What follows belongs to an exercise in optimizing a design on an open flow for small area; a production flow would make more cautious choices.
In this exercise RTL edits were held to simulation tests only and were not proved equivalent to the original.
No run shown here takes its clock network from TritonCTS; it comes from the design's own scripts or RTL.
The clock input has no modelled driver; a real chip could not lean on it and would need a root buffer or a full tree.
No activity file was given, so power comes from the tool's default toggle rates.

### design.v
module test_pattern4 (
	input  wire        act,
	input  wire [8:0]  xl,
	input  wire [10:0] y,
	output wire [95:0] rgb
);
	wire [8:0] yh = y[10:2];
	wire [1:0] yl = y[1:0];
	wire y_edge  = ( y == 11'd0 ) || ( y == 11'd1599 );
	wire y_sqh   = ( y == 11'd500 ) || ( y == 11'd1099 );
	wire y_sqin  = ( y >= 11'd500 ) && ( y < 11'd1100 );
	wire x_sqin  = ( xl >= 9'd125 ) && ( xl < 9'd275 );
	wire upper   = ( y <= 11'd1200 );
	wire diag    = ( xl == yh );
	localparam [9:0] AD = 10'd399;
	wire [8:0] ap = xl ^ yh;
	wire [8:0] ag = xl & yh;
	wire [9:0] cneed = { 1'b0, ap ^ AD[8:0] };
	wire [8:0] cmade;
	genvar i;
	generate for( i = 0; i < 9; i = i + 1 ) begin : g_ad
		assign cmade[i] = AD[i] ? ag[i] : ( xl[i] | yh[i] );
	end endgenerate
	wire adiag = ( cneed[0] == 1'b0 ) && ( cmade == cneed[9:1] );
	wire lt57 = xl < 9'd57;
	wire lt114 = xl < 9'd114,  eq114 = xl == 9'd114;
	wire lt171 = xl < 9'd171,  eq171 = xl == 9'd171;
	wire lt228 = xl < 9'd228,  eq228 = xl == 9'd228;
	wire lt285 = xl < 9'd285,  eq285 = xl == 9'd285;
	wire lt342 = xl < 9'd342,  eq342 = xl == 9'd342;
	wire lt66  = xl < 9'd66,   eq66  = xl == 9'd66;
	wire lt133 = xl < 9'd133,  eq133 = xl == 9'd133;
	wire lt200 = xl < 9'd200;
	wire lt266 = xl < 9'd266,  eq266 = xl == 9'd266;
	wire lt333 = xl < 9'd333,  eq333 = xl == 9'd333;
	wire wcom = y_edge || ( y_sqh && x_sqin );
	generate for( i = 0; i < 4; i = i + 1 ) begin : g_pix
		localparam [1:0] K = i;
		wire white = wcom ||
		             ( K == 2'd0 && ( xl == 9'd0 || ( xl == 9'd125 && y_sqin ) ) ) ||
		             ( K == 2'd3 && ( xl == 9'd399 || ( xl == 9'd274 && y_sqin ) ) ) ||
		             ( diag && yl == K ) || ( adiag && yl == ~K );
		wire t1 = !( lt57 );
		wire t2 = !( lt114 || ( eq114 && K < 1 ) );
		wire t3 = !( lt171 || ( eq171 && K < 1 ) );
		wire t4 = !( lt228 || ( eq228 && K < 2 ) );
		wire t5 = !( lt285 || ( eq285 && K < 2 ) );
		wire t6 = !( lt342 || ( eq342 && K < 3 ) );
		wire s1 = !( lt66  || ( eq66  && K < 2 ) );
		wire s2 = !( lt133 || ( eq133 && K < 1 ) );
		wire s3 = !( lt200 );
		wire s4 = !( lt266 || ( eq266 && K < 2 ) );
		wire s5 = !( lt333 || ( eq333 && K < 1 ) );
		wire ron = !t2 || ( t4 && !t6 );
		wire gon = !t4;
		wire bon = !t1 || ( t2 && !t3 ) || ( t4 && !t5 ) || t6;
		wire l1 = s1 && !s2;
		wire r7 = upper ? ron : l1;
		wire g7 = upper ? gon : l1;
		wire b7 = upper ? bon : l1;
		wire b6 = upper ? bon : !s3;
		wire r5 = !upper && s1 && !s3;
		wire r4 = !upper && s1 && !s5;
		wire r3 = !upper && ( l1 || ( s3 && !s4 ) || s5 );
		wire r2 = !upper && ( l1 || ( s3 && !s4 ) );
		wire r1 = !upper && ( ( s1 && !s3 ) || ( s4 && !s5 ) );
		wire r0 = !upper && ( l1 || s3 );
		wire g5 = !upper && !s2;
		wire g4 = !upper && ( l1 || ( s3 && !s5 ) );
		wire g1 = !upper && ( l1 || ( s4 && !s5 ) );
		wire g0 = !upper && ( !s2 || s3 );
		wire b3 = !upper && ( !s4 || s5 );
		wire b2 = !upper && ( !s2 || ( s3 && !s4 ) );
		wire [7:0] r = { r7, r7, r5, r4, r3, r2, r1, r0 };
		wire [7:0] g = { g7, g7, g5, g4, r3, r2, g1, g0 };
		wire [7:0] b = { b7, b6, r5, g4, b3, b2, r1, r0 };
		assign rgb[24*i+23:24*i] = {24{ act }} & ( {24{ white }} | { b, g, r } );
	end endgenerate
endmodule
module pixel_source (
	clk,
	reset,
	vsync,
	hsync,
	active,
	rgb,
	ovl,
	led0
	);
	input wire clk;
	input wire reset;
	input wire vsync, hsync, active;
	output wire [95:0] rgb;
	output wire [3:0] ovl;
	output wire led0;
	reg a1, a2, a3, h1, h2, v1, v2;
	always @(posedge clk) begin
		a1 <= active;
		a2 <= a1;
		a3 <= a2;
		h1 <= hsync;
		h2 <= h1;
		v1 <= vsync;
		v2 <= v1;
	end
	reg [10:0] y2;
	wire inc_m1 = a3 & ~a2;
	wire inc_0  = a2 & ~a1;
	wire [11:0] yp;
	prefix_and #( 11 ) i_yp( .x( y2 ), .p( yp ) );
	wire [10:0] ym1 = v2 ? 11'd0 : y2 ^ ( { 11{ inc_m1 } } & yp[10:0] );
	wire [10:0] y0  = v1 ? 11'd0 :
	                  v2 ? { 10'd0, inc_0 } : y2 ^ ( { 11{ inc_m1 | inc_0 } } & yp[10:0] );
	always @(posedge clk) y2 <= ym1;
	reg [8:0] px2;
	wire [9:0] pxp;
	prefix_and #( 9 ) i_pxp( .x( px2 ), .p( pxp ) );
	always @(posedge clk)
		px2 <= h2 ? 9'd0 : px2 ^ ( { 9{ a2 & a3 } } & pxp[8:0] );
	test_pattern4 i_test_pat( .act( a3 ), .xl( px2 ), .y( y2 ), .rgb( rgb ) );
	reg [10:0] x;
	wire [11:0] xp;
	prefix_and #( 11 ) i_xp( .x( x ), .p( xp ) );
	always @(posedge clk)
		x <= hsync ? 11'd0 : x ^ ( { 11{ active } } & xp[10:0] );
	reg del_x0;
	always @(posedge clk) del_x0 <= x[0];
	reg [31:0] clk_count;
	wire [32:0] ct;
	prefix_and #( 32 ) i_ccp( .x( clk_count ), .p( ct ) );
	always @(posedge clk)
		clk_count <= ~{ 32{ reset } } & ( clk_count ^ ct[31:0] );
	reg [31:0] frame_count;
	wire [32:0] ft;
	prefix_and #( 32 ) i_fcp( .x( frame_count ), .p( ft ) );
	always @(posedge clk)
		frame_count <= ~{ 32{ reset } } & ( frame_count ^ ( { 32{ vsync } } & ft[31:0] ) );
	reg [7:0] commit_rom [63:0];
	initial $readmemb("commit.mem", commit_rom );
	wire window = ( y0[10:4] == 7'd50 ) && ( x[10:4] == 7'd1 );
	wire [5:0] raddr = window ? { x[3:1], y0[3:1] } : { clk_count[29:27], 3'b111 };
	wire [7:0] rom_q = commit_rom[ raddr ];
	reg [4:0] rdata;
	reg del_window;
	always @(posedge clk) begin
		rdata <= rom_q[4:0];
		del_window <= window;
	end
	function [4:0] font;
		input [3:0] d;
		input [2:0] r;
		begin
			case ( { d, r } )
			7'h00: font = 5'b01110;
			7'h01: font = 5'b10001;
			7'h02: font = 5'b10011;
			7'h03: font = 5'b10101;
			7'h04: font = 5'b11001;
			7'h05: font = 5'b10001;
			7'h06: font = 5'b01110;
			7'h07: font = 5'b00000;
			7'h08: font = 5'b00100;
			7'h09: font = 5'b01100;
			7'h0a: font = 5'b00100;
			7'h0b: font = 5'b00100;
			7'h0c: font = 5'b00100;
			7'h0d: font = 5'b00100;
			7'h0e: font = 5'b01110;
			7'h0f: font = 5'b00000;
			7'h10: font = 5'b01110;
			7'h11: font = 5'b10001;
			7'h12: font = 5'b00001;
			7'h13: font = 5'b00010;
			7'h14: font = 5'b00100;
			7'h15: font = 5'b01000;
			7'h16: font = 5'b11111;
			7'h17: font = 5'b00000;
			7'h18: font = 5'b11110;
			7'h19: font = 5'b00001;
			7'h1a: font = 5'b00001;
			7'h1b: font = 5'b01110;
			7'h1c: font = 5'b00001;
			7'h1d: font = 5'b00001;
			7'h1e: font = 5'b11110;
			7'h1f: font = 5'b00000;
			7'h20: font = 5'b10001;
			7'h21: font = 5'b10001;
			7'h22: font = 5'b10001;
			7'h23: font = 5'b11111;
			7'h24: font = 5'b00001;
			7'h25: font = 5'b00001;
			7'h26: font = 5'b00001;
			7'h27: font = 5'b00000;
			7'h28: font = 5'b11111;
			7'h29: font = 5'b10000;
			7'h2a: font = 5'b10000;
			7'h2b: font = 5'b11110;
			7'h2c: font = 5'b00001;
			7'h2d: font = 5'b00001;
			7'h2e: font = 5'b11110;
			7'h2f: font = 5'b00000;
			7'h30: font = 5'b01110;
			7'h31: font = 5'b10001;
			7'h32: font = 5'b10000;
			7'h33: font = 5'b11110;
			7'h34: font = 5'b10001;
			7'h35: font = 5'b10001;
			7'h36: font = 5'b01110;
			7'h37: font = 5'b00000;
			7'h38: font = 5'b11111;
			7'h39: font = 5'b00001;
			7'h3a: font = 5'b00001;
			7'h3b: font = 5'b00010;
			7'h3c: font = 5'b00100;
			7'h3d: font = 5'b00100;
			7'h3e: font = 5'b00100;
			7'h3f: font = 5'b00000;
			7'h40: font = 5'b01110;
			7'h41: font = 5'b10001;
			7'h42: font = 5'b10001;
			7'h43: font = 5'b01110;
			7'h44: font = 5'b10001;
			7'h45: font = 5'b10001;
			7'h46: font = 5'b01110;
			7'h47: font = 5'b00000;
			7'h48: font = 5'b01110;
			7'h49: font = 5'b10001;
			7'h4a: font = 5'b10001;
			7'h4b: font = 5'b01111;
			7'h4c: font = 5'b00001;
			7'h4d: font = 5'b10001;
			7'h4e: font = 5'b01110;
			7'h4f: font = 5'b00000;
			7'h50: font = 5'b01110;
			7'h51: font = 5'b10001;
			7'h52: font = 5'b10001;
			7'h53: font = 5'b10001;
			7'h54: font = 5'b11111;
			7'h55: font = 5'b10001;
			7'h56: font = 5'b10001;
			7'h57: font = 5'b00000;
			7'h58: font = 5'b11110;
			7'h59: font = 5'b10001;
			7'h5a: font = 5'b10001;
			7'h5b: font = 5'b11110;
			7'h5c: font = 5'b10001;
			7'h5d: font = 5'b10001;
			7'h5e: font = 5'b11110;
			7'h5f: font = 5'b00000;
			7'h60: font = 5'b01110;
			7'h61: font = 5'b10001;
			7'h62: font = 5'b10000;
			7'h63: font = 5'b10000;
			7'h64: font = 5'b10000;
			7'h65: font = 5'b10001;
			7'h66: font = 5'b01110;
			7'h67: font = 5'b00000;
			7'h68: font = 5'b11110;
			7'h69: font = 5'b10001;
			7'h6a: font = 5'b10001;
			7'h6b: font = 5'b10001;
			7'h6c: font = 5'b10001;
			7'h6d: font = 5'b10001;
			7'h6e: font = 5'b11110;
			7'h6f: font = 5'b00000;
			7'h70: font = 5'b11111;
			7'h71: font = 5'b10000;
			7'h72: font = 5'b10000;
			7'h73: font = 5'b11110;
			7'h74: font = 5'b10000;
			7'h75: font = 5'b10000;
			7'h76: font = 5'b11111;
			7'h77: font = 5'b00000;
			7'h78: font = 5'b11111;
			7'h79: font = 5'b10000;
			7'h7a: font = 5'b10000;
			7'h7b: font = 5'b11110;
			7'h7c: font = 5'b10000;
			7'h7d: font = 5'b10000;
			7'h7e: font = 5'b10000;
			7'h7f: font = 5'b00000;
			default: font = 5'b00000;
			endcase
		end
	endfunction
	wire [7:0] cx = x[8:1];
	wire [6:0] cy = y0[10:4];
	wire hexwin = ( cx >= 8'd90 ) && ( cx <= 8'd97 ) && ( cy == 7'd4 || cy == 7'd6 );
	wire [31:0] num = ( cy[1] ) ? clk_count : frame_count;
	wire [2:0] nsel = 3'd1 - cx[2:0];
	wire [3:0] digit = num[ nsel*4 +: 4 ];
	wire [4:0] hglyph = font( digit, ym1[3:1] );
	wire [4:0] hg = hexwin ? hglyph : 5'd0;
	wire cwin = del_window && ( y0[3:1] != 3'b111 );
	wire [4:0] cg = cwin ? rdata : 5'd0;
	reg [3:0] oreg;
	always @(posedge clk)
		oreg <= del_x0 ? ( { cg[1], cg[0], cg[0], 1'b0 } | { hg[4], hg[4], hg[3], hg[2] } )
		               : ( { cg[4], cg[4], cg[3], cg[2] } | { hg[1], hg[0], hg[0], 1'b0 } );
	assign ovl = oreg;
	wire [29:0] bcnt = clk_count[29:0];
	assign led0 = ( bcnt[29:27] == 3'd7 ) ? 1'b0 :
	              ( bcnt[24:22] == 3'd0 ) ? 1'b1 :
	              ( bcnt[24:22] == 3'd2 ) ? 1'b1 :
	              ( bcnt[24:22] != 3'd1 ) ? 1'b0 :
	              ( bcnt[26:25] == 2'd0 ) ? rdata[3] :
	              ( bcnt[26:25] == 2'd1 ) ? rdata[2] :
	              ( bcnt[26:25] == 2'd2 ) ? rdata[1] :
	                                        rdata[0] ;
endmodule
module prefix_and #( parameter N = 32 ) ( input wire [N-1:0] x, output wire [N:0] p );
	localparam G = ( N + 3 ) / 4;
	wire [4*G-1:0] xx = { { ( 4*G - N ){ 1'b1 } }, x };
	wire [G:0] gp;
	assign gp[0] = 1'b1;
	wire [4*G:0] pp;
	genvar j;
	generate for( j = 0; j < G; j = j + 1 ) begin : g_grp
		assign gp[j+1] = gp[j] & ( &xx[4*j+3:4*j] );
		assign pp[4*j]   = gp[j];
		assign pp[4*j+1] = gp[j] & xx[4*j];
		assign pp[4*j+2] = gp[j] & ( &xx[4*j+1:4*j] );
		assign pp[4*j+3] = gp[j] & ( &xx[4*j+2:4*j] );
	end endgenerate
	assign pp[4*G] = gp[G];
	assign p = pp[N:0];
endmodule
### commit.mem
00001110
00010001
00010001
00010001
00011111
00010001
00010001
00001010
00011110
00010001
00010001
00011110
00010001
00010001
00011110
00001011
00001110
00010001
00010000
00010000
00010000
00010001
00001110
00001100
00001110
00010001
00010011
00010101
00011001
00010001
00001110
00000000
00000100
00001100
00000100
00000100
00000100
00000100
00001110
00000001
00001110
00010001
00000001
00000010
00000100
00001000
00011111
00000010
00011110
00000001
00000001
00001110
00000001
00000001
00011110
00000011
00000000
00000000
00000000
00000000
00000000
00000000
00000000
00000000
### flow/run.sh
#!/bin/bash
# Own layout flow: the standard synthesis, then an area re-mapping of its
# combinational logic (registers untouched), then the standard layout steps
# with 1x port buffers. Each tool's output goes to a log file here.
set -euo pipefail
W=$(pwd)
R=$W/orfs/results/$FLOW_PLATFORM/pixel_source/base
LIB=$FLOW_HOME/platforms/$FLOW_PLATFORM/lib/sky130_fd_sc_hd__tt_025C_1v80.lib
YOSYS=$FLOW_HOME/../tools/install/yosys/bin/yosys
[[ -x $YOSYS ]] || YOSYS=$(command -v yosys)

# 1. standard synthesis
bash standard.sh synth > $W/log_1_standard_synth.log 2>&1

# 2. re-map the combinational logic for area
python3 $W/flow/gen_models.py $LIB > $W/cell_models.v 2> $W/log_2_gen_models.log
cp $R/1_2_yosys.v $W/standard_1_2_yosys.v
DU="-dont_use *probe* -dont_use *lpflow* -dont_use *clkdly* -dont_use *dlygate* -dont_use *dlymetal* -dont_use *ebufn* -dont_use *einv* -dont_use *conb*"
SCRIPT='+strash;\&get -n;\&deepsyn -T 60;\&put;dch;map -D 3500;topo'
sed -e "s#@MODELS@#$W/cell_models.v#" -e "s#@IN@#$W/standard_1_2_yosys.v#" -e "s#@TOP@#$FLOW_TOP#" \
    -e "s#@LIB@#$LIB#g" -e "s#@DONTUSE@#$DU#" -e "s#@SCRIPT@#$SCRIPT#" -e "s#@OUT@#$W/remapped.v#" \
    $W/flow/post_opt.ys.in > $W/post_opt.ys
$YOSYS -s $W/post_opt.ys > $W/log_3_post_opt.log 2>&1
cp $W/remapped.v $R/1_2_yosys.v
rm -f $R/1_synth.odb

# 3. rebuild the database and remove the synthesis buffers
bash standard.sh synth > $W/log_4_standard_synth_odb.log 2>&1
TECH_LEF=$FLOW_HOME/platforms/$FLOW_PLATFORM/lef/sky130_fd_sc_hd.tlef \
SC_LEF=$FLOW_HOME/platforms/$FLOW_PLATFORM/lef/sky130_fd_sc_hd_merged.lef \
LIB=$LIB ODB=$R/1_synth.odb openroad -no_init -exit $W/flow/remove_buffers.tcl > $W/log_5_remove_buffers.log 2>&1

# 4. the standard layout from the re-mapped netlist, with 1x port buffers
export BUFFER_PORTS_ARGS="-buffer_cell sky130_fd_sc_hd__buf_1"
# clock tree: 4 clock buffers, one per quarter of the flip-flops (flow/my_cts.tcl)
export PRE_CTS_TCL=$W/flow/my_cts.tcl
export MY_CTS_LEAVES=4 MY_CTS_CELL=sky130_fd_sc_hd__clkbuf_16 MY_CTS_ROOT=
bash standard.sh > $W/log_6_standard_layout.log 2>&1
### flow/gen_models.py
# Write Verilog models of the sky130hd cells: combinational cells as assigns,
# sequential cells as blackboxes (kept as they are by the re-mapping).
import re, sys
lib = open(sys.argv[1]).read()
out = []
pos = 0
cells = re.split(r'\n\s*cell\s*\(\s*"?', lib)[1:]
for c in cells:
    name = re.match(r'(\w+)', c).group(1)
    body = c
    seq = re.search(r'\n\s*(ff|latch|statetable)\s*\(', body) is not None
    pins = []
    for m in re.finditer(r'\n\s*pin\s*\(\s*"?(\w+)"?\s*\)\s*\{', body):
        pname = m.group(1)
        # the pin's own attributes up to its first nested group end is enough for direction/function
        seg = body[m.end():m.end() + 4000]
        d = re.search(r'direction\s*:\s*"?(\w+)"?', seg)
        f = re.search(r'function\s*:\s*"([^"]*)"', seg.split('timing')[0].split('internal_power')[0])
        if pname not in [p[0] for p in pins]:
            pins.append((pname, d.group(1) if d else 'input', f.group(1) if f else None))
    if not pins:
        continue
    ports = ", ".join(p[0] for p in pins)
    decl = "".join("  %s %s;\n" % ("output" if p[1] == 'output' else ("inout" if p[1] == 'inout' else "input"), p[0]) for p in pins)
    outs = [p for p in pins if p[1] == 'output']
    comb = (not seq) and outs and all(p[2] for p in outs)
    if comb:
        body_v = "".join("  assign %s = %s;\n" % (p[0], p[2].replace('!', '~')) for p in outs)
        out.append("module %s(%s);\n%s%sendmodule\n" % (name, ports, decl, body_v))
    else:
        out.append("(* blackbox *)\nmodule %s(%s);\n%sendmodule\n" % (name, ports, decl))
print("\n".join(out))
### flow/my_cts.tcl
# Clock tree: the clock port drives NLEAF clock buffers, each driving the
# clock pins of one cluster of flip-flops (split by position). Replaces
# TritonCTS's H-tree, which is oversized for ~110 flip-flops.
set nleaf [expr { [info exists ::env(MY_CTS_LEAVES)] ? $::env(MY_CTS_LEAVES) : 4 }]
set leafcell [expr { [info exists ::env(MY_CTS_CELL)] ? $::env(MY_CTS_CELL) : "sky130_fd_sc_hd__clkbuf_8" }]
set block [ord::get_db_block]
set clkpins {}
foreach pin [get_pins -of_objects [get_nets clk]] {
  set iterm [sta::sta_to_db_pin $pin]
  if { $iterm != "NULL" && [$iterm isInputSignal] } {
    set loc [[$iterm getInst] getLocation]
    lappend clkpins [list $pin [lindex $loc 0] [lindex $loc 1]]
  }
}
puts "my_cts: [llength $clkpins] clock pins, $nleaf leaves of $leafcell"
# recursive bisection into nleaf groups (nleaf a power of two)
proc bisect { pins n axis } {
  if { $n <= 1 } { return [list $pins] }
  set idx [expr { $axis == 0 ? 1 : 2 }]
  set s [lsort -integer -index $idx $pins]
  set h [expr { [llength $s] / 2 }]
  set a [lrange $s 0 [expr { $h - 1 }]]
  set b [lrange $s $h end]
  return [concat [bisect $a [expr { $n / 2 }] [expr { 1 - $axis }]] [bisect $b [expr { $n / 2 }] [expr { 1 - $axis }]]]
}
set groups [bisect $clkpins $nleaf 0]
set dbu [$block getDbUnitsPerMicron]
set k 0
foreach g $groups {
  set sx 0; set sy 0; set names {}
  foreach p $g { set sx [expr { $sx + [lindex $p 1] }]; set sy [expr { $sy + [lindex $p 2] }]; lappend names [lindex $p 0] }
  set cx [expr { double($sx) / [llength $g] / $dbu }]
  set cy [expr { double($sy) / [llength $g] / $dbu }]
  insert_buffer -buffer_cell $leafcell -net clk -load_pins $names -location [list $cx $cy] -buffer_name clkleaf_$k -net_name clknet_leaf_$k
  puts "my_cts: leaf $k at ($cx, $cy) drives [llength $g] pins"
  incr k
}
if { [info exists ::env(MY_CTS_ROOT)] && $::env(MY_CTS_ROOT) != "" } {
  set loads {}
  foreach pin [get_pins -of_objects [get_nets clk]] {
    set iterm [sta::sta_to_db_pin $pin]
    if { $iterm != "NULL" && [$iterm isInputSignal] } { lappend loads $pin }
  }
  set core [$block getCoreArea]
  set rx [expr { ([$core xMin] + [$core xMax]) / 2.0 / $dbu }]
  set ry [expr { ([$core yMin] + [$core yMax]) / 2.0 / $dbu }]
  insert_buffer -buffer_cell $::env(MY_CTS_ROOT) -net clk -load_pins $loads -location [list $rx $ry] -buffer_name clkroot -net_name clknet_root
  puts "my_cts: root $::env(MY_CTS_ROOT) drives [llength $loads] leaves"
}
set_propagated_clock [all_clocks]
# the standard step's own CTS call is not needed any more
rename clock_tree_synthesis {}
proc clock_tree_synthesis { args } { puts "my_cts: skipped clock_tree_synthesis $args" }
### flow/post_opt.ys.in
# Re-map the combinational logic of the standard synthesis for area.
# The flip-flops stay as they are (same instances, names and cells).
read_verilog @MODELS@
read_verilog @IN@
hierarchy -top @TOP@
flatten
hierarchy -top @TOP@
read_liberty -lib -overwrite @LIB@
techmap
opt -purge
abc -liberty @LIB@ @DONTUSE@ -script "@SCRIPT@"
opt_clean -purge
splitnets
opt_clean -purge
hilomap -singleton -hicell sky130_fd_sc_hd__conb_1 HI -locell sky130_fd_sc_hd__conb_1 LO
insbuf -buf sky130_fd_sc_hd__buf_4 A X
stat -liberty @LIB@
check -assert -mapped
write_verilog -noattr -nohex -nodec @OUT@
### flow/remove_buffers.tcl
# Drop the buffers synthesis put between the logic and the ports; port
# buffering adds one buffer per port later, as in the timing-driven flow.
read_lef $::env(TECH_LEF)
read_lef $::env(SC_LEF)
read_liberty $::env(LIB)
read_db $::env(ODB)
remove_buffers
write_db $::env(ODB)
### standard.sh
#!/bin/bash
# synth_recipe.tcl (not shown) runs the flow's synth.tcl, then flattens the netlist and writes it again
# the make line also repeats each setting of config.mk as NAME=value (left out here)
make -C /OpenROAD-flow-scripts/flow DESIGN_CONFIG=/design/flow/config.mk WORK_HOME=/design/flow/orfs CLKGATE_MAP_FILE= SYNTH_SCRIPT=/design/flow/synth_recipe.tcl "${@:-finish}"
### config.mk
export PLATFORM = sky130hd
export DESIGN_NAME = pixel_source
export DESIGN_NICKNAME = pixel_source
export VERILOG_FILES = /design/flow/design.v
export SDC_FILE = /design/flow/constraint.sdc
export NUM_CORES = 4
export LEC_CHECK = 0
export CAP_MARGIN = 20
export CORE_MARGIN = 2
export CORE_UTILIZATION = 40
export GPL_TIMING_DRIVEN = 0
export SLEW_MARGIN = 20
### constraint.sdc
create_clock -name core_clock -period 5.0 [get_ports {clk}]
set_input_delay 1.0000 -clock core_clock [delete_from_list [all_inputs] [get_ports {clk}]]
set_output_delay 1.0000 -clock core_clock [all_outputs]
set_load 0.01 [all_outputs]
==> results of run 1 <==
## worst max-delay path by stage
| stage | startpoint | slack, ps | cells after the start | to |
|---|---|---|---|---|
| final | vsync | 240 | 38 | frame_count[31]$_DFF_P_ |
| after global routing | vsync | -190 | 38 | frame_count[31]$_DFF_P_ |
| after CTS | x[3]$_SDFF_PP0_ | 20 | 23 | oreg[2]$_DFF_P_ |
| after detailed placement | vsync | -560 | 38 | frame_count[31]$_DFF_P_ |
| after global placement | vsync | -460 | 38 | frame_count[31]$_DFF_P_ |
| after floorplan | vsync | 310 | 37 | frame_count[31]$_DFF_P_ |
## flip-flops by register name, indices dropped and copies added, names as in the netlist
name	count
a2	1
v1	1
x	11
h1	1
frame_count	32
del_x0	1
oreg	4
px2	9
a1	1
a3	1
clk_count	32
y2	11
del_window	1
rdata	5
h2	1
v2	1
## layer usage
layer,GRT usage,vias up
li1,-,3796
met1,0.268,3315
met2,0.409,314
met3,0.0108,49
met4,0.0749,0
met5,0,-
## per-stage QoR
step	setup TNS (ps)	total power, W	cells	worst slack [ps]	area (µm²)
3_3_place_gp	-1730	0.00119	1385	-462	7220
2_1_floorplan	0	0.00109	1064	312	6560
6_report	0	0.00156	1393	244	7510
3_5_place_dp	-1710	0.00119	1385	-556	7220
4_1_cts	0	0.00157	1389	19.6	7350
5_1_grt	-258	0.00163	1393	-193	7510
## worst max-delay path: cells and delay by family
kind          cells  cell delay, ps
xor+xnor          1             140
buf+inv           6             420
simple gates     31            3220
## final cells by class, clock buffers not listed
type                    instances  share of cell area
multi-input cells             767               0.499
repair buffers                109              0.0566
well taps                     216              0.0360
inverters                     184              0.0936
flip-flops and latches        113               0.302
## power breakdown
group	total (W)	switching [W]	internal, W	leakage [nW]
Sequential	0.000923	0.0000128	0.000910	0.916
Combinational	0.000256	0.000184	0.0000713	1.79
Clock	0.000378	0.000229	0.000149	0.0493
Total	0.00156	0.000427	0.00113	2.75
## what timing repair did
action                     4_1_cts  5_1_grt
resized for setup               11       39
setup endpoints to repair        6       15
pin swaps                        0       10
buffers inserted                 0        4
==> results.tsv, run 1 <==
metric	value	unit
unrepaired setup endpoints after global routing	yes	
worst hold margin	338	ps
IO Count	106	
Fillers	1698	
hold path start	h1$_DFF_P_	
Hold Path End	h2$_DFF_P_	
first-pass GRT wire length	32.7	mm
row count	46	
Worst R2R Path Depth	23	
Pre-antenna DRT Iters	5	
GR Overflow Total	0	
Die X-Extent	132	µm
Diodes inserted	0	
Syn. warnings	1	
Starting DRT DRC Count	578	
Most common cell on crit path	nand2_1	
post-layout util	0.471	
max_cap viols	0	
WL met1	8.67	mm
metal3 WL	939	µm
Fin. Hold Viols	0	
CP Capture Type	register	
CORE AREA	0.0159	mm²
commonest non-fill, non-tap cell in the layout	nor2_1	
footprint of the multi-input gates	0.00375	mm²
WP data arrival	4810	ps
post-DR wirelength/cell	14.5	µm
top layer in use	met4	
worst r2r src	y2[4]$_SDFF_PP0_	
Hold WC Path Type	reg2reg	
mapped cell area	0.00656	mm²
Slew @ Worst Pin	700	ps
Slowest Stage Delay on Critical Path	180	ps
Net Count, Synth	1069	
Post-Syn Instances	1064	
skew final	11.4	ps
FF-to-FF setup slack	430	ps
status	no timing/DRC/antenna violations	
number of nets in the layout	1184	
critical path required time	5060	ps
kind of critical path	in2reg	
endpoints failing setup	0	
routed vias	7474	
Die H	132	µm
initial antenna violation count	0	
startpoint types	input port	
Max-Slew Margin vs Limit	0.521	
Final Max Tran Viols	0	
vias per inst	5.37	
share of cells above drive strength 1	0.0459	
number of I/O port buffers	105	
Reg clk slew, reported paths	100	ps
Starting Density	0.411	
Syn-to-layout area delta	14.5	%
number of global-route vias before repair	6722	
Max FO, Critical Path	3	
Reg-to-Reg End	oreg[2]$_DFF_P_	
maximum vdd drop	0.200	mV
Hold Path Stages	0	
DRC Markers	0	
fmax	0.210	GHz
DP HPWL	15.7	mm
Pleak	2.75	nW
Routed Wire Length	20.2	mm
hold_buf cts	0	
Reg area	0.00226	mm²
total track usage	0.219	
period utilization	0.951	
Pwr Density	207	mW/mm²
largest net degree at the start of global routing	62	
slowest stage cell on the critical path	nor2_2	
most frequent cells in the layout	214 x nor2_1, 179 x clkinv_1, 166 x nand2_1	
Worst-Skew Late Latency	170	ps
post-layout min period	4760	ps
met2 WL	9.88	mm
Post-DRT Antenna Nets	0	
Mean Syn Cell Area	6.16	µm²
Die ar.	0.0174	mm²
gp weighted congestion	0.957	
==> run 2, diff against run 1 <==
--- a/flow/run.sh
+++ b/flow/run.sh
@@ -16,7 +16,7 @@
 python3 $W/flow/gen_models.py $LIB > $W/cell_models.v 2> $W/log_2_gen_models.log
 cp $R/1_2_yosys.v $W/standard_1_2_yosys.v
 DU="-dont_use *probe* -dont_use *lpflow* -dont_use *clkdly* -dont_use *dlygate* -dont_use *dlymetal* -dont_use *ebufn* -dont_use *einv* -dont_use *conb*"
-SCRIPT='+strash;\&get -n;\&deepsyn -T 60;\&put;dch;map -D 3500;topo'
+SCRIPT='+strash;\&get -n;\&deepsyn -J 20 -T 300;\&put;\&get -n;\&dch;\&nf -p -D 4500;\&put;topo'
 sed -e "s#@MODELS@#$W/cell_models.v#" -e "s#@IN@#$W/standard_1_2_yosys.v#" -e "s#@TOP@#$FLOW_TOP#" \
     -e "s#@LIB@#$LIB#g" -e "s#@DONTUSE@#$DU#" -e "s#@SCRIPT@#$SCRIPT#" -e "s#@OUT@#$W/remapped.v#" \
     $W/flow/post_opt.ys.in > $W/post_opt.ys
==> run 2 against run 1 <==
Maximum frequency grew 3.6%. Still clean on timing, DRC and antenna. Clock power increased by 3%. Largest power group unchanged. Total power grew 0.38%. Wire length decreased by 3.4%. Synthesized area is 0.65% higher.
==> results.tsv, run 2 <==
metric	value	unit	change
status	no timing/DRC/antenna violations		unchanged
Slew @ Worst Pin	889	ps	was 700 ps
Net Count, Synth	874		was 1,069
most frequent cells in the layout	113 x dfxtp_1, 104 x buf_1, 101 x nand2_1		was 214 x nor2_1, 179 x clkinv_1, 166 x nand2_1
post-layout util	0.464		was 0.471
crit-path cells	nor2b_1 > a222oi_1 > a21o_1 > o21ai_1 > o21ai_0 > a211oi_1 > nor2_1 > a221o_1 > a31oi_1 > o21a_1 > a2bb2oi_1 > nand3_1		
Max FO, Critical Path	25		was 3
GR Overflow Total	0		unchanged
Setup TNS Final	0	ps	unchanged
routed vias	7014		was 7,474
Pre-antenna DRT Iters	5		unchanged
vias per inst	5.85		was 5.37
Pleak	2.71	nW	was 2.75 nW
Fillers	1676		was 1,698
hold path start	h1$_DFF_P_		unchanged
maximum vdd drop	0.191	mV	was 0.200 mV
DRC Markers	0		unchanged
Fin. Hold Viols	0		unchanged
fmax	0.218	GHz	was 0.210 GHz
Reg clk slew, reported paths	110	ps	was 100 ps
post-DR wirelength/cell	16.2	µm	was 14.5 µm
Max-Slew Margin vs Limit	0.407		was 0.521
Final Max Tran Viols	0		unchanged
Mean Syn Cell Area	7.60	µm²	was 6.16 µm²
Die H	132	µm	about the same
Post-DRT Antenna Nets	0		unchanged
Worst R2R Path Depth	12		was 23
largest net degree at the start of global routing	42		was 62
period utilization	0.918		was 0.951
first-pass GRT wire length	31.4	mm	was 32.7 mm
number of nets in the layout	990		was 1,184
kind of critical path	reg2reg		was in2reg
unrepaired setup endpoints after global routing	no		was yes
startpoint types	register		was input port
row count	46		unchanged
Starting Density	0.412		was 0.411
number of global-route vias before repair	6210		was 6,722
Reg-to-Reg End	oreg[3]$_DFF_P_		was oreg[2]$_DFF_P_
initial antenna violation count	0		unchanged
Syn-to-layout area delta	12.4	%	was 14.5%
Die X-Extent	132	µm	about the same
setup ws final	411	ps	was 244 ps
Slowest Stage Delay on Critical Path	920	ps	was 180 ps
IO Count	106		unchanged
Hold Path End	h2$_DFF_P_		unchanged
Hold Path Stages	0		unchanged
Post-Syn Instances	869		was 1,064
setup bufs post-CTS	0		unchanged
Die ar.	0.0175	mm²	was 0.0174 mm²
worst r2r src	x[1]$_SDFF_PP0_		was y2[4]$_SDFF_PP0_
share of cells above drive strength 1	0.0163		was 0.0459
endpoints failing setup	0		unchanged
FF-to-FF setup slack	410	ps	was 430 ps
CORE AREA	0.0160	mm²	was 0.0159 mm²
Syn. warnings	1		unchanged
post-layout min period	4590	ps	was 4760 ps
CP Capture Type	register		unchanged
commonest non-fill, non-tap cell in the layout	dfxtp_1		was nor2_1
max_cap viols	0		unchanged
gp weighted congestion	0.888		was 0.957
Routed Wire Length	19.5	mm	was 20.2 mm
WP data arrival	4650	ps	was 4810 ps
Diodes inserted	0		unchanged
DP HPWL	14.5	mm	was 15.7 mm
mapped cell area	0.00660	mm²	was 0.00656 mm²
DP Worst Slack	449	ps	was -556 ps
Hold WC Path Type	reg2reg		unchanged
skew final	8.32	ps	was 11.4 ps
number of I/O port buffers	105		unchanged
Pwr Density	211	mW/mm²	was 207 mW/mm²
Total Power	0.00156	W	about the same
critical path required time	5060	ps	about the same
slowest stage cell on the critical path	dfxtp_1		was nor2_2
Worst-Skew Late Latency	170	ps	about the same
Starting DRT DRC Count	616		was 578
total track usage	0.209		was 0.219
leading registers by flop count	clk_count: 32 flops, frame_count: 32 flops		unchanged
## run 2: routing by layer
metal	up-vias	share of wire	global-route usage
met5	-	0	0
li1	3505	-	-
met1	3232	0.45	0.278
met2	249	0.47	0.369
met4	0	0.023	0.0472
met3	28	0.053	0.0146
## run 2: worst max-delay path by stage
stage	to	from	depth (start not counted)
2_1_floorplan	rdata[3]$_DFF_P_	a3$_DFF_P_	11
3_3_place_gp	rdata[3]$_DFF_P_	a3$_DFF_P_	11
3_5_place_dp	oreg[3]$_DFF_P_	x[3]$_SDFF_PP0_	12
4_1_cts	rdata[3]$_DFF_P_	a3$_DFF_P_	12
5_1_grt	oreg[3]$_DFF_P_	x[1]$_SDFF_PP0_	12
6_report	oreg[3]$_DFF_P_	x[1]$_SDFF_PP0_	12
## run 2: through the flow
stage	area (µm²)	hold slack, ps	cells
after global routing	7420	357	1199
after detailed placement	7310	312	1195
after global placement	7260	311	1190
after floorplan	6600	310	869
after CTS	7410	339	1199
final	7420	338	1199
## run 2: cell type report, clock buffers not listed
type,count,area (µm²),share of cell area
sequential,113,2260,0.305
tap,216,270,0.0364
multi-input combinational,743,4300,0.580
timing repair buffer,110,438,0.0590
inverter,13,48.8,0.00658
## run 2: what timing repair did
action                     4_1_cts  5_1_grt
hold endpoints to repair         0        0
setup endpoints to repair        0        3
hold buffers                     0        0
gates resized for setup          0        2
## run 2: worst max-delay path: cells and delay by family, from the launching register on
kind               cells  cell delay, ps
AOI/OAI and AO/OA      9            2670
and+or+nand+nor        3             870
DFF                    1             920
## run 2: power by group
part           leakage, nW  switching (W)  internal [W]
clock network       0.0493       0.000239      0.000149
registers            0.915      0.0000225      0.000910
logic                 1.75       0.000161     0.0000802
total                 2.71       0.000423       0.00114
==> run 3, diff against run 2 <==
--- a/flow/run.sh
+++ b/flow/run.sh
@@ -16,7 +16,7 @@
 python3 $W/flow/gen_models.py $LIB > $W/cell_models.v 2> $W/log_2_gen_models.log
 cp $R/1_2_yosys.v $W/standard_1_2_yosys.v
 DU="-dont_use *probe* -dont_use *lpflow* -dont_use *clkdly* -dont_use *dlygate* -dont_use *dlymetal* -dont_use *ebufn* -dont_use *einv* -dont_use *conb*"
-SCRIPT='+strash;\&get -n;\&deepsyn -J 20 -T 300;\&put;\&get -n;\&dch;\&nf -p -D 4500;\&put;topo'
+SCRIPT='+strash;\&get -n;\&deepsyn -J 20 -T 300;\&put;\&get -n;\&dch;\&nf -p -R 100;\&put;topo'
 sed -e "s#@MODELS@#$W/cell_models.v#" -e "s#@IN@#$W/standard_1_2_yosys.v#" -e "s#@TOP@#$FLOW_TOP#" \
     -e "s#@LIB@#$LIB#g" -e "s#@DONTUSE@#$DU#" -e "s#@SCRIPT@#$SCRIPT#" -e "s#@OUT@#$W/remapped.v#" \
     $W/flow/post_opt.ys.in > $W/post_opt.ys
--- a/config.mk
+++ b/config.mk
@@ -8,5 +8,5 @@
 export CAP_MARGIN = 20
 export CORE_MARGIN = 2
 export CORE_UTILIZATION = 40
-export GPL_TIMING_DRIVEN = 0
+export GPL_TIMING_DRIVEN = 1
 export SLEW_MARGIN = 20
==> run 3 against run 2 <==
Die area decreased by 3.6%. Wire length decreased by 5.0%. Synthesized area decreased by 3.7%. First-iteration DRC count increased by 9.6%. Sequential share of layout area increased by 0.22 points. Via count decreased by 1.3%. Largest cell class unchanged.
==> results.tsv, run 3 <==
metric	value	unit	change
Setup TNS Final	0	ps	unchanged
Cells after DPL	1206		was 1,195
DP HPWL	13.8	mm	was 14.5 mm
kind of critical path	in2reg		was reg2reg
GR Overflow Total	0		unchanged
post-DR wirelength/cell	15.3	µm	was 16.2 µm
status	no timing/DRC/antenna violations		unchanged
number of global-route vias before repair	5763		was 6,210
WP data arrival	4880	ps	was 4650 ps
skew final	9.63	ps	was 8.32 ps
hold_buf cts	0		unchanged
max_cap viols	0		unchanged
post-layout min period	4780	ps	was 4590 ps
period utilization	0.956		was 0.918
Mean Syn Cell Area	7.43	µm²	was 7.60 µm²
initial antenna violation count	0		unchanged
CORE AREA	0.0157	mm²	was 0.0160 mm²
largest net degree at the start of global routing	65		was 42
IO Count	106		unchanged
Max-Slew Margin vs Limit	0.356		was 0.407
Die H	130	µm	was 132 µm
number of nets in the layout	1001		was 990
Pre-antenna DRT Iters	8		was 5
Die X-Extent	130	µm	was 132 µm
fmax	0.209	GHz	was 0.218 GHz
leading registers by flop count	clk_count: 32 flops, frame_count: 32 flops		unchanged
share of cells above drive strength 1	0.0423		was 0.0163
mapped cell area	0.00636	mm²	was 0.00660 mm²
Final Max Tran Viols	0		unchanged
Die ar.	0.0169	mm²	was 0.0175 mm²
DRC Markers	0		unchanged
Fin. Hold Viols	0		unchanged
vias per inst	5.72		was 5.85
number of I/O port buffers	105		unchanged
endpoints failing setup	0		unchanged
Pleak	2.80	nW	was 2.71 nW
Post-DRT Antenna Nets	0		unchanged
CP Capture Type	register		unchanged
Hold WC Path Type	reg2reg		unchanged
Starting Density	0.405		was 0.412
commonest non-fill, non-tap cell in the layout	dfxtp_1		unchanged
maximum vdd drop	0.181	mV	was 0.191 mV
startpoint types	input port		was register
Fillers	1645		was 1,676
setup bufs post-CTS	0		unchanged
Routed Wire Length	18.5	mm	was 19.5 mm
most frequent cells in the layout	113 x dfxtp_1, 112 x nand2_1, 104 x buf_1		was 113 x dfxtp_1, 104 x buf_1, 101 x nand2_1
Net Count, Synth	861		was 874
Post-Syn Instances	856		was 869
worst hold margin	345	ps	was 338 ps
critical path required time	5100	ps	was 5060 ps
routed vias	6923		was 7,014
total track usage	0.208		was 0.209
Total Power	0.00155	W	was 0.00156 W
Final Non-Filler Cells	1210		was 1,199
Worst-Skew Late Latency	170	ps	about the same
Max FO, Critical Path	5		was 25
gp weighted congestion	0.872		was 0.888
Reg clk slew, reported paths	110	ps	about the same
first-pass GRT wire length	29.4	mm	was 31.4 mm
Pwr Density	210	mW/mm²	was 211 mW/mm²
Starting DRT DRC Count	675		was 616
Slew @ Worst Pin	967	ps	was 889 ps
Syn. warnings	1		unchanged
Diodes inserted	0		unchanged
row count	46		unchanged
Syn-to-layout area delta	15.9	%	was 12.4%
-- run 3: repair_timing --
item                       4_1_cts  5_1_grt
setup endpoints to repair        0        6
resized for setup                0        9
hold endpoints to repair         0        0
-- run 3: through the flow --
stage	setup slack [ps]	utilization	area, µm²
after floorplan	21.5	-	6370
after global placement	52.1	0.462	7260
after detailed placement	14.0	0.462	7260
after CTS	181	0.468	7360
after global routing	-1.58	0.469	7370
final	218	0.469	7370
-- run 3: metal layers --
layer  global-route usage  part of all wire  up-vias
met3              0.00738             0.050       18
met1                0.317              0.49     3199
met4               0.0291             0.014        0
met2                0.335              0.45      223
li1                     -                 -     3483
met5                    0                 0        -
-- run 3: worst paths after layout --
kind                              from  slack, ps  cells past startpoint                 endpoint
setup / recovery                 vsync        220                     22  frame_count[31]$_DFF_P_
hold / removal              h1$_DFF_P_        350                      0               h2$_DFF_P_
setup reg to reg  clk_count[0]$_DFF_P_        490                     20    clk_count[31]$_DFF_P_
hold reg to reg             h1$_DFF_P_        350                      0               h2$_DFF_P_
-- run 3: critical path, stage by stage --
cell and delay (ps):
buf_1 80, and3_1 180, and2_1 160, and3_4 190
and3_1 180, and2_1 160, and3_1 190, and2_1 160
and3_1 200, and2_1 170, and3_1 200, and2_1 170
and3_1 200, and2_1 170, and3_1 200, and2_4 180
and3_1 200, and2_2 220, and3_4 190, and3_4 190
and3_1 180, nor3_2 90
-- run 3: final cells by class, clock buffers not listed --
cell class,count,area [µm²],area share
multi-input combinational,729,4070,0.552
sequential,113,2260,0.307
timing repair buffer,134,613,0.0832
tap,216,270,0.0367
inverter,14,52.6,0.00713
-- run 3: where the power goes --
group | total [W] | internal, W | switching, W
clock network | 0.000380 | 0.000149 | 0.000231
logic | 0.000240 | 0.0000797 | 0.000161
registers | 0.000928 | 0.000910 | 0.0000176
total | 0.00155 | 0.00114 | 0.000409
==> run 4, diff against run 3 <==
--- a/config.mk
+++ b/config.mk
@@ -8,5 +8,5 @@
 export CAP_MARGIN = 20
 export CORE_MARGIN = 2
 export CORE_UTILIZATION = 40
-export GPL_TIMING_DRIVEN = 1
+export GPL_TIMING_DRIVEN = 0
 export SLEW_MARGIN = 20
==> run 4 against run 3 <==
Still clean on timing, DRC and antenna. Wire length rose by 0.72%. Maximum frequency grew 0.24%. Register-to-register slack got worse by 110 ps. Cell area down 1.2%. Final cell count down 2.3%. Critical path depth did not move. Total power about the same. Critical endpoint unchanged. Largest cell class unchanged. Largest power group unchanged.
==> results.tsv, run 4 <==
metric	value	unit	change
status	no timing/DRC/antenna violations		unchanged
initial antenna violation count	0		unchanged
routed vias	6783		was 6,923
mapped cell area	0.00636	mm²	unchanged
total track usage	0.209		was 0.208
Syn-to-layout area delta	14.5	%	was 15.9%
maximum vdd drop	0.179	mV	was 0.181 mV
Pwr Density	213	mW/mm²	was 210 mW/mm²
Net Count, Synth	861		unchanged
kind of critical path	in2reg		unchanged
Die H	130	µm	unchanged
WP data arrival	4840	ps	was 4880 ps
Starting DRT DRC Count	528		was 675
Die ar.	0.0169	mm²	unchanged
Final Max Tran Viols	0		unchanged
Mean Syn Cell Area	7.43	µm²	unchanged
gp weighted congestion	0.872		about the same
period utilization	0.954		was 0.956
Diodes inserted	0		unchanged
Setup TNS Final	0	ps	unchanged
Fillers	1614		was 1,645
vias per inst	5.74		was 5.72
Fin. Hold Viols	0		unchanged
GR Overflow Total	0		unchanged
leading registers by flop count	clk_count: 32 flops, frame_count: 32 flops		unchanged
Reg clk slew, reported paths	110	ps	about the same
Pleak	2.67	nW	was 2.80 nW
Post-DRT Antenna Nets	0		unchanged
commonest non-fill, non-tap cell in the layout	nand2_1		was dfxtp_1
first-pass GRT wire length	29.5	mm	was 29.4 mm
Starting Density	0.405		unchanged
Hold WC Path Type	reg2reg		unchanged
skew final	12.9	ps	was 9.63 ps
Pre-antenna DRT Iters	7		was 8
CORE AREA	0.0157	mm²	unchanged
startpoint types	input port		unchanged
post-DR wirelength/cell	15.8	µm	was 15.3 µm
Max-Slew Margin vs Limit	0.378		was 0.356
Syn. warnings	1		unchanged
largest net degree at the start of global routing	38		was 65
CP Capture Type	register		unchanged
Max FO, Critical Path	5		unchanged
setup bufs post-CTS	0		unchanged
DRC Markers	0		unchanged
row count	46		unchanged
IO Count	106		unchanged
Hold Path Stages	0		unchanged
Worst-Skew Late Latency	170	ps	about the same
critical path required time	5070	ps	was 5100 ps
number of global-route vias before repair	5809		was 5,763
most frequent cells in the layout	112 x nand2_1, 109 x dfxtp_1, 103 x buf_1		was 113 x dfxtp_1, 112 x nand2_1, 104 x buf_1
Post-Syn Instances	856		unchanged
Routed Wire Length	18.6	mm	was 18.5 mm
share of cells above drive strength 1	0.0393		was 0.0423
post-layout util	0.463		was 0.469
number of nets in the layout	973		was 1,001
post-layout min period	4770	ps	was 4780 ps
endpoints failing setup	0		unchanged
Slew @ Worst Pin	934	ps	was 967 ps
unrepaired setup endpoints after global routing	no		
max_cap viols	0		unchanged
number of I/O port buffers	105		unchanged
fmax	0.210	GHz	was 0.209 GHz
DP HPWL	13.6	mm	was 13.8 mm
Worst R2R Path Depth	17		was 20
Die X-Extent	130	µm	unchanged
run 4: where the power goes:
group	switching (W)	leakage (nW)	internal [W]
Sequential	0.0000198	0.916	0.000910
Combinational	0.000159	1.70	0.0000783
Clock	0.000232	0.0493	0.000149
Total	0.000411	2.67	0.00114
run 4: what timing repair did:
action | 4_1_cts | 5_1_grt
pin swaps | 0 | 2
setup endpoints to repair | 12 | 14
resized for setup | 15 | 23
hold buffers | 0 | 0
gates cloned | 0 | 0
run 4: critical path, cell delays in order:
cell	delay [ps]
buf_2	120
and3_4	200
and2_4	160
and3_4	210
and3_4	200
and2_4	170
and3_4	190
and2_4	160
and3_4	200
and2_4	170
and3_4	200
and2_4	170
and3_4	190
and2_4	160
and3_4	200
and2_4	160
and3_4	190
and2_4	160
and3_4	200
and3_4	210
and3_1	150
nor3_1	40
run 4: layout make-up, clock buffers not listed:
class / count / area [µm²] / share of cell area
Inverter: 14 / 52.6 / 0.00722
Multi-Input combinational cell: 729 / 4170 / 0.572
Tap cell: 216 / 270 / 0.0371
Timing Repair Buffer: 106 / 424 / 0.0583
Sequential cell: 113 / 2270 / 0.311
run 4: metal layers:
metal | track usage | share of wire | up-vias
li1 | - | - | 3403
met1 | 0.313 | 0.48 | 3164
met2 | 0.347 | 0.46 | 206
met3 | 0.00615 | 0.048 | 10
met4 | 0.0234 | 0.0085 | 0
met5 | 0 | 0 | -
run 4: worst paths after layout:
path	slack, ps	to	startpoint
worst max-delay path	230	frame_count[31]$_DFF_P_	vsync
worst min-delay path	330	h2$_DFF_P_	h1$_DFF_P_
worst max register to register	380	oreg[3]$_DFF_P_	x[1]$_SDFF_PP0_
worst min register to register	330	h2$_DFF_P_	h1$_DFF_P_
run 4: metrics by stage:
stage	hold WS, ps	cell area, µm²	worst slack, ps	total power (W)	cells
finish	335	7280	230	0.00155	1182
global route	356	7280	6.35	0.00163	1182
CTS	336	7210	36.8	0.00156	1182
detailed placement	318	7070	-679	0.00119	1178
global placement	311	7040	-719	0.00118	1177
floorplan	310	6370	21.5	0.00109	856
==> run 5, diff against run 4 <==
--- a/flow/run.sh
+++ b/flow/run.sh
@@ -16,7 +16,7 @@
 python3 $W/flow/gen_models.py $LIB > $W/cell_models.v 2> $W/log_2_gen_models.log
 cp $R/1_2_yosys.v $W/standard_1_2_yosys.v
 DU="-dont_use *probe* -dont_use *lpflow* -dont_use *clkdly* -dont_use *dlygate* -dont_use *dlymetal* -dont_use *ebufn* -dont_use *einv* -dont_use *conb*"
-SCRIPT='+strash;\&get -n;\&deepsyn -J 20 -T 300;\&put;\&get -n;\&dch;\&nf -p -R 100;\&put;topo'
+SCRIPT='+strash;\&get -n;\&deepsyn -J 20 -T 300;\&put;\&get -n;\&dch -f;\&nf -p -R 35 -F 8 -A 4 -C 32;\&put;topo'
 sed -e "s#@MODELS@#$W/cell_models.v#" -e "s#@IN@#$W/standard_1_2_yosys.v#" -e "s#@TOP@#$FLOW_TOP#" \
     -e "s#@LIB@#$LIB#g" -e "s#@DONTUSE@#$DU#" -e "s#@SCRIPT@#$SCRIPT#" -e "s#@OUT@#$W/remapped.v#" \
     $W/flow/post_opt.ys.in > $W/post_opt.ys
==> run 5 against run 4 <==
Critical path type unchanged. Sequential cell count did not move. Worst hold slack improved by 3.9 ps. Synthesized area fell by 0.73%. Highest routed layer unchanged. Cell area fell by 1.4%. Synthesized cell count fell by 2.0%. Clock power barely moved. Register-to-register slack improved by 90 ps. Final cell count fell by 1.8%. Critical endpoint unchanged. Core utilization rose by 0.53 points. Maximum frequency rose by 3.1%. Combinational power rose by 3%. Wire length fell by 2.7%.
==> results.tsv, run 5 <==
metric	value	unit	change
mapped cell area	0.00631	mm²	was 0.00636 mm²
Pleak	2.61	nW	was 2.67 nW
largest net degree at the start of global routing	30		was 38
maximum vdd drop	0.220	mV	was 0.179 mV
number of I/O port buffers	105		unchanged
Routed Wire Length	18.1	mm	was 18.6 mm
Worst-Skew Late Latency	170	ps	about the same
Pwr Density	217	mW/mm²	was 213 mW/mm²
max_cap viols	0		unchanged
post-DR wirelength/cell	15.6	µm	was 15.8 µm
Hold WC Path Type	reg2reg		unchanged
gp weighted congestion	0.865		was 0.872
period utilization	0.925		was 0.954
Cells after DPL	1157		was 1,178
post-layout min period	4620	ps	was 4770 ps
CP Capture Type	register		unchanged
Net Count, Synth	844		was 861
most frequent cells in the layout	113 x dfxtp_1, 103 x buf_1, 99 x nand2_1		was 112 x nand2_1, 109 x dfxtp_1, 103 x buf_1
endpoints failing setup	0		unchanged
row count	45		was 46
crit-path cells	clkbuf_2 > and4_4 > and4_2 > and4_1 > and3_2 > and4_2 > and4_2 > and4_2 > and3_1 > and2_1 > and3_1 > and2_2 > and3_1 > and2_2 > and3_1 > xnor2_1 > nor2_1		was buf_2 > and3_4 > and2_4 > and3_4 > and3_4 > and2_4 > and3_4 > and2_4 > and3_4 > and2_4 > and3_4 > and2_4 > and3_4 > and2_4 > and3_4 > and2_4 > and3_4 > and2_4 > and3_4 > and3_4 > and3_1 > nor3_1
Die H	130	µm	about the same
Starting DRT DRC Count	706		was 528
routed vias	6690		was 6,783
Slowest Stage Delay on Critical Path	310	ps	was 210 ps
Post-DRT Antenna Nets	0		unchanged
Reg clk slew, reported paths	110	ps	about the same
CORE AREA	0.0153	mm²	was 0.0157 mm²
IO Count	106		unchanged
kind of critical path	in2reg		unchanged
status	no timing/DRC/antenna violations		unchanged
unrepaired setup endpoints after global routing	no		unchanged
initial antenna violation count	0		unchanged
setup bufs post-CTS	0		unchanged
post-route cell area	0.00718	mm²	was 0.00728 mm²
Final Max Tran Viols	0		unchanged
worst hold margin	339	ps	was 335 ps
number of nets in the layout	957		was 973
area of placed instances	0.00704	mm²	was 0.00707 mm²
slowest stage cell on the critical path	and4_2		was and3_4
Pre-antenna DRT Iters	5		was 7
Slew @ Worst Pin	1060	ps	was 934 ps
total track usage	0.209		about the same
skew final	10.3	ps	was 12.9 ps
vias per inst	5.76		was 5.74
number of global-route vias before repair	5944		was 5,809
Max-Slew Margin vs Limit	0.293		was 0.378
Final Non-Filler Cells	1161		was 1,182
DP HPWL	13.5	mm	was 13.6 mm
Setup TNS Final	0	ps	unchanged
Diodes inserted	0		unchanged
Syn. warnings	1		unchanged
DP Worst Slack	-239	ps	was -679 ps
share of cells above drive strength 1	0.0263		was 0.0393
Mean Syn Cell Area	7.52	µm²	was 7.43 µm²
Die ar.	0.0168	mm²	was 0.0169 mm²
Fillers	1592		was 1,614
first-pass GRT wire length	29.6	mm	was 29.5 mm
setup ws final	375	ps	was 230 ps
leading registers by flop count	clk_count: 32 flops, frame_count: 32 flops		unchanged
Starting Density	0.412		was 0.405
Max FO, Critical Path	6		was 5
GR Overflow Total	0		unchanged
critical path required time	5070	ps	about the same
DRC Markers	0		unchanged
Post-Syn Instances	839		was 856
commonest non-fill, non-tap cell in the layout	dfxtp_1		was nand2_1
startpoint types	input port		unchanged
WP data arrival	4700	ps	was 4840 ps
fmax	0.216	GHz	was 0.210 GHz
Die X-Extent	130	µm	about the same
Syn-to-layout area delta	13.7	%	was 14.5%
Fin. Hold Viols	0		unchanged
run 5: repair_timing:
action / 4_1_cts / 5_1_grt
setup endpoints to repair: 1 / 9
hold buffers: 0 / 0
gates resized for setup: 2 / 16
run 5: cell type report, clock buffers not listed:
class,count,area [µm²],share of cell area
multi-input cells,707,4030,0.561
flip-flops and latches,113,2260,0.315
repair buffers,107,452,0.0629
inverters,19,71.3,0.00994
well taps,211,264,0.0368
run 5: path summary, 6_finish.rpt:
path	end	slack (ps)	depth (start not counted)	start
hold / removal	h2$_DFF_P_	340	0	h1$_DFF_P_
setup reg to reg	oreg[3]$_DFF_P_	470	14	x[1]$_SDFF_PP0_
setup / recovery	frame_count[31]$_DFF_P_	380	17	vsync
hold reg to reg	h2$_DFF_P_	340	0	h1$_DFF_P_
run 5: per-stage QoR:
stage,utilization,power (W)
2_1_floorplan,-,0.00109
3_3_place_gp,0.455,0.00119
3_5_place_dp,0.460,0.00119
4_1_cts,0.466,0.00157
5_1_grt,0.469,0.00163
6_report,0.469,0.00156
run 5: worst max-delay path, delay by kind of cell:
| family | cells | cell delay, ps |
|---|---|---|
| AND/OR/NAND/NOR | 15 | 3450 |
| buffers and inverters | 1 | 130 |
| XOR/XNOR | 1 | 120 |
run 5: where the power goes:
group | switching [W] | internal, W | leakage (nW) | total (W)
registers | 0.0000206 | 0.000910 | 0.915 | 0.000931
clock network | 0.000233 | 0.000149 | 0.0493 | 0.000382
logic | 0.000162 | 0.0000815 | 1.65 | 0.000244
run 5: metal layers:
metal | wire [µm] | global-route usage | vias to the layer above
met4 | 301 | 0.0272 | 0
met3 | 909 | 0.00867 | 18
met1 | 8300 | 0.284 | 3046
met5 | 0 | 0 | -
met2 | 8620 | 0.377 | 251
li1 | - | - | 3375
==> run 6, diff against run 5 <==
--- a/flow/run.sh
+++ b/flow/run.sh
@@ -16,7 +16,7 @@
 python3 $W/flow/gen_models.py $LIB > $W/cell_models.v 2> $W/log_2_gen_models.log
 cp $R/1_2_yosys.v $W/standard_1_2_yosys.v
 DU="-dont_use *probe* -dont_use *lpflow* -dont_use *clkdly* -dont_use *dlygate* -dont_use *dlymetal* -dont_use *ebufn* -dont_use *einv* -dont_use *conb*"
-SCRIPT='+strash;\&get -n;\&deepsyn -J 20 -T 300;\&put;\&get -n;\&dch -f;\&nf -p -R 35 -F 8 -A 4 -C 32;\&put;topo'
+SCRIPT='+strash;\&get -n;\&deepsyn -J 20 -T 300;\&put;\&get -n;\&dch -f;\&nf -p -R 100 -F 8 -A 4 -C 32;\&put;topo'
 sed -e "s#@MODELS@#$W/cell_models.v#" -e "s#@IN@#$W/standard_1_2_yosys.v#" -e "s#@TOP@#$FLOW_TOP#" \
     -e "s#@LIB@#$LIB#g" -e "s#@DONTUSE@#$DU#" -e "s#@SCRIPT@#$SCRIPT#" -e "s#@OUT@#$W/remapped.v#" \
     $W/flow/post_opt.ys.in > $W/post_opt.ys
==> run 6 against run 5 <==
Sequential cell count unchanged. Wire length down 0.42%. Total power down 0.64%. Die area down 0.91%. Highest routed layer unchanged. First-iteration DRC count down 21%. Largest cell class unchanged. Final cell count down 0.17%. Sequential share of layout area about the same. Maximum frequency down 4.7%. Clock skew about the same. Worst setup slack worse by 230 ps.
==> results.tsv, run 6 <==
metric	value	unit	change
status	no timing/DRC/antenna violations		unchanged
routed vias	6650		was 6,690
share of cells above drive strength 1	0.0559		was 0.0263
Diodes inserted	0		unchanged
CORE AREA	0.0153	mm²	about the same
Starting Density	0.410		was 0.412
Slew @ Worst Pin	903	ps	was 1060 ps
Pleak	2.57	nW	was 2.61 nW
Max-Slew Margin vs Limit	0.398		was 0.293
delay-heaviest family, CP	simple AND/OR/NAND/NOR gates		unchanged
largest net degree at the start of global routing	41		was 30
post-layout util	0.472		was 0.469
Syn. warnings	1		unchanged
critical path required time	5070	ps	about the same
leading registers by flop count	clk_count: 32 flops, frame_count: 32 flops		unchanged
Mean Syn Cell Area	7.50	µm²	was 7.52 µm²
post-DR wirelength/cell	15.6	µm	about the same
WP data arrival	4920	ps	was 4700 ps
commonest non-fill, non-tap cell in the layout	dfxtp_1		unchanged
number of nets in the layout	955		was 957
Total Power	0.00155	W	was 0.00156 W
max_cap viols	0		unchanged
skew final	10.5	ps	was 10.3 ps
fmax	0.206	GHz	was 0.216 GHz
post-layout min period	4850	ps	was 4620 ps
slowest stage cell on the critical path	and3_4		was and4_2
Fin. Hold Viols	0		unchanged
Post-Syn Instances	834		was 839
total track usage	0.204		was 0.209
row count	45		unchanged
CP Capture Type	register		unchanged
Setup TNS Final	0	ps	unchanged
Net Count, Synth	839		was 844
Max FO, Critical Path	5		was 6
startpoint types	input port		unchanged
FF-to-FF setup slack	320	ps	was 470 ps
crit-path cells	buf_2 > and3_4 > and2_4 > and3_4 > and3_4 > and2_4 > and3_4 > and2_4 > and3_4 > and2_4 > and3_4 > and2_4 > and3_4 > and2_4 > and3_4 > and2_4 > and3_4 > and2_4 > and3_4 > and2_4 > and3_4 > xnor2_2 > nor2_1		was clkbuf_2 > and4_4 > and4_2 > and4_1 > and3_2 > and4_2 > and4_2 > and4_2 > and3_1 > and2_1 > and3_1 > and2_2 > and3_1 > and2_2 > and3_1 > xnor2_1 > nor2_1
Most common cell on crit path	and3_4		
DP HPWL	13.4	mm	was 13.5 mm
Worst-Skew Late Latency	170	ps	about the same
initial antenna violation count	0		unchanged
maximum vdd drop	0.191	mV	was 0.220 mV
gp weighted congestion	0.902		was 0.865
hold_buf cts	0		unchanged
Pre-antenna DRT Iters	7		was 5
worst path bufs/invs	1		unchanged
Hold WC Path Type	reg2reg		unchanged
Die ar.	0.0166	mm²	was 0.0168 mm²
kind of critical path	in2reg		unchanged
number of global-route vias before repair	5762		was 5,944
Fillers	1587		was 1,592
Syn-to-layout area delta	15.2	%	was 13.7%
Pwr Density	215	mW/mm²	was 217 mW/mm²
number of I/O port buffers	105		unchanged
most frequent cells in the layout	109 x dfxtp_1, 103 x nand2_1, 103 x buf_1		was 113 x dfxtp_1, 103 x buf_1, 99 x nand2_1
endpoints failing setup	0		unchanged
Die X-Extent	129	µm	was 130 µm
GR Overflow Total	0		unchanged
DRC Markers	0		unchanged
Slowest Stage Delay on Critical Path	210	ps	was 310 ps
Final Max Tran Viols	0		unchanged
Starting DRT DRC Count	558		was 706
Reg clk slew, reported paths	110	ps	about the same
mapped cell area	0.00625	mm²	was 0.00631 mm²
period utilization	0.970		was 0.925
Die H	129	µm	was 130 µm
Post-DRT Antenna Nets	0		unchanged
vias per inst	5.74		was 5.76
Routed Wire Length	18.1	mm	about the same
first-pass GRT wire length	28.5	mm	was 29.6 mm
IO Count	106		unchanged
run 6: report_power, final:
part	switching [W]	leakage, nW	internal (W)
sequential	0.0000193	0.916	0.000911
combinational	0.000160	1.61	0.0000769
clock	0.000231	0.0493	0.000149
run 6: layer usage:
layer  vias up  global-route usage  wire (µm)
li1       3360                   -          -
met1      3066               0.263       8200
met2       198               0.376       8670
met3        26              0.0107        738
met4         0              0.0460        447
met5         -                   0          0
run 6: stage by stage:
step / worst slack, ps / instance area (µm²) / hold slack (ps) / cells
2_1_floorplan: 17.7 / 6270 / 310 / 834
3_3_place_gp: -617 / 6930 / 310 / 1150
3_5_place_dp: -608 / 6960 / 312 / 1151
4_1_cts: 22.2 / 7100 / 338 / 1155
5_1_grt: -8.50 / 7200 / 346 / 1159
6_report: 149 / 7200 / 337 / 1159
run 6: worst paths after layout:
check / to / cells past startpoint / startpoint
setup / recovery: frame_count[31]$_DFF_P_ / 23 / vsync
hold / removal: h2$_DFF_P_ / 0 / h1$_DFF_P_
setup reg to reg: oreg[3]$_DFF_P_ / 19 / x[3]$_SDFF_PP0_
hold reg to reg: h2$_DFF_P_ / 0 / h1$_DFF_P_
run 6: cell type report, clock buffers not listed:
class | instances | area, µm² | share of cell area
inverter | 22 | 82.6 | 0.0115
multi-input combinational | 699 | 4040 | 0.561
sequential | 113 | 2270 | 0.315
tap | 211 | 264 | 0.0367
timing repair buffer | 110 | 447 | 0.0620
run 6: worst register-to-register path, stage by stage (launching register included):
cell and delay (ps):
dfxtp_1 600, nor2b_2 560, a22oi_1 180, nand2_1 130, a21oi_1 80, o21ai_2 430
clkinv_1 280, nand2_1 140, clkinv_1 80, nand2_1 140, nor2_1 100, o22a_1 190
o22ai_1 210, a21oi_1 100, a2111oi_0 570, nor2b_1 200, o221ai_1 160, a21oi_1 230
a21oi_1 80, o311ai_0 110
run 6: what timing repair did:
action | 4_1_cts | 5_1_grt
buffers inserted | 0 | 4
resized for setup | 22 | 23
setup endpoints to repair | 10 | 36

port drivers added, routing unchanged:
Ports are ideal in the flow. The routed layouts listed here were re-timed in OpenROAD. Step 1: set_driving_cell puts a clkbuf_16 on clk and a buf_2 on each other input, an assumption about the parent block. Step 2, shift: input delay + t, output delay - t, t = (earliest + latest rising clock arrival at the registers) / 2. This alone moves slack from input paths to output paths. Slacks: ideal ports / drivers / drivers and shift; pairs: ideal ports / drivers.
| run | t (ns) | setup WS [ns] | worst hold slack (ns) | worst register clock-pin slew, ns | worst slew at a driven data input, ns |
|---|---|---|---|---|---|
| run 1 | 0.256 | 0.244 / 0.304 / 0.048 | 0.338 / 0.338 / 0.338 | 0.11 / 0.11 | 0.03 |
| run 2 | 0.254 | 0.411 / 0.332 / 0.411 | 0.338 / 0.338 / 0.338 | 0.11 / 0.11 | 0.03 |
| run 3 | 0.247 | 0.218 / 0.279 / 0.032 | 0.345 / 0.345 / 0.345 | 0.11 / 0.11 | 0.03 |
| run 4 | 0.253 | 0.230 / 0.285 / 0.044 | 0.335 / 0.335 / 0.335 | 0.11 / 0.11 | 0.03 |
| run 5 | 0.251 | 0.375 / 0.307 / 0.177 | 0.339 / 0.339 / 0.339 | 0.11 / 0.11 | 0.03 |
| run 6 | 0.252 | 0.149 / 0.204 / -0.047 | 0.337 / 0.337 / 0.337 | 0.11 / 0.11 | 0.03 |
Met with ideal ports but missed after step 2: setup timing in run 6. For run 5, which loses most, drivers alone change the setup slack by -0.068 ns; drivers and shift together by -0.198 ns.
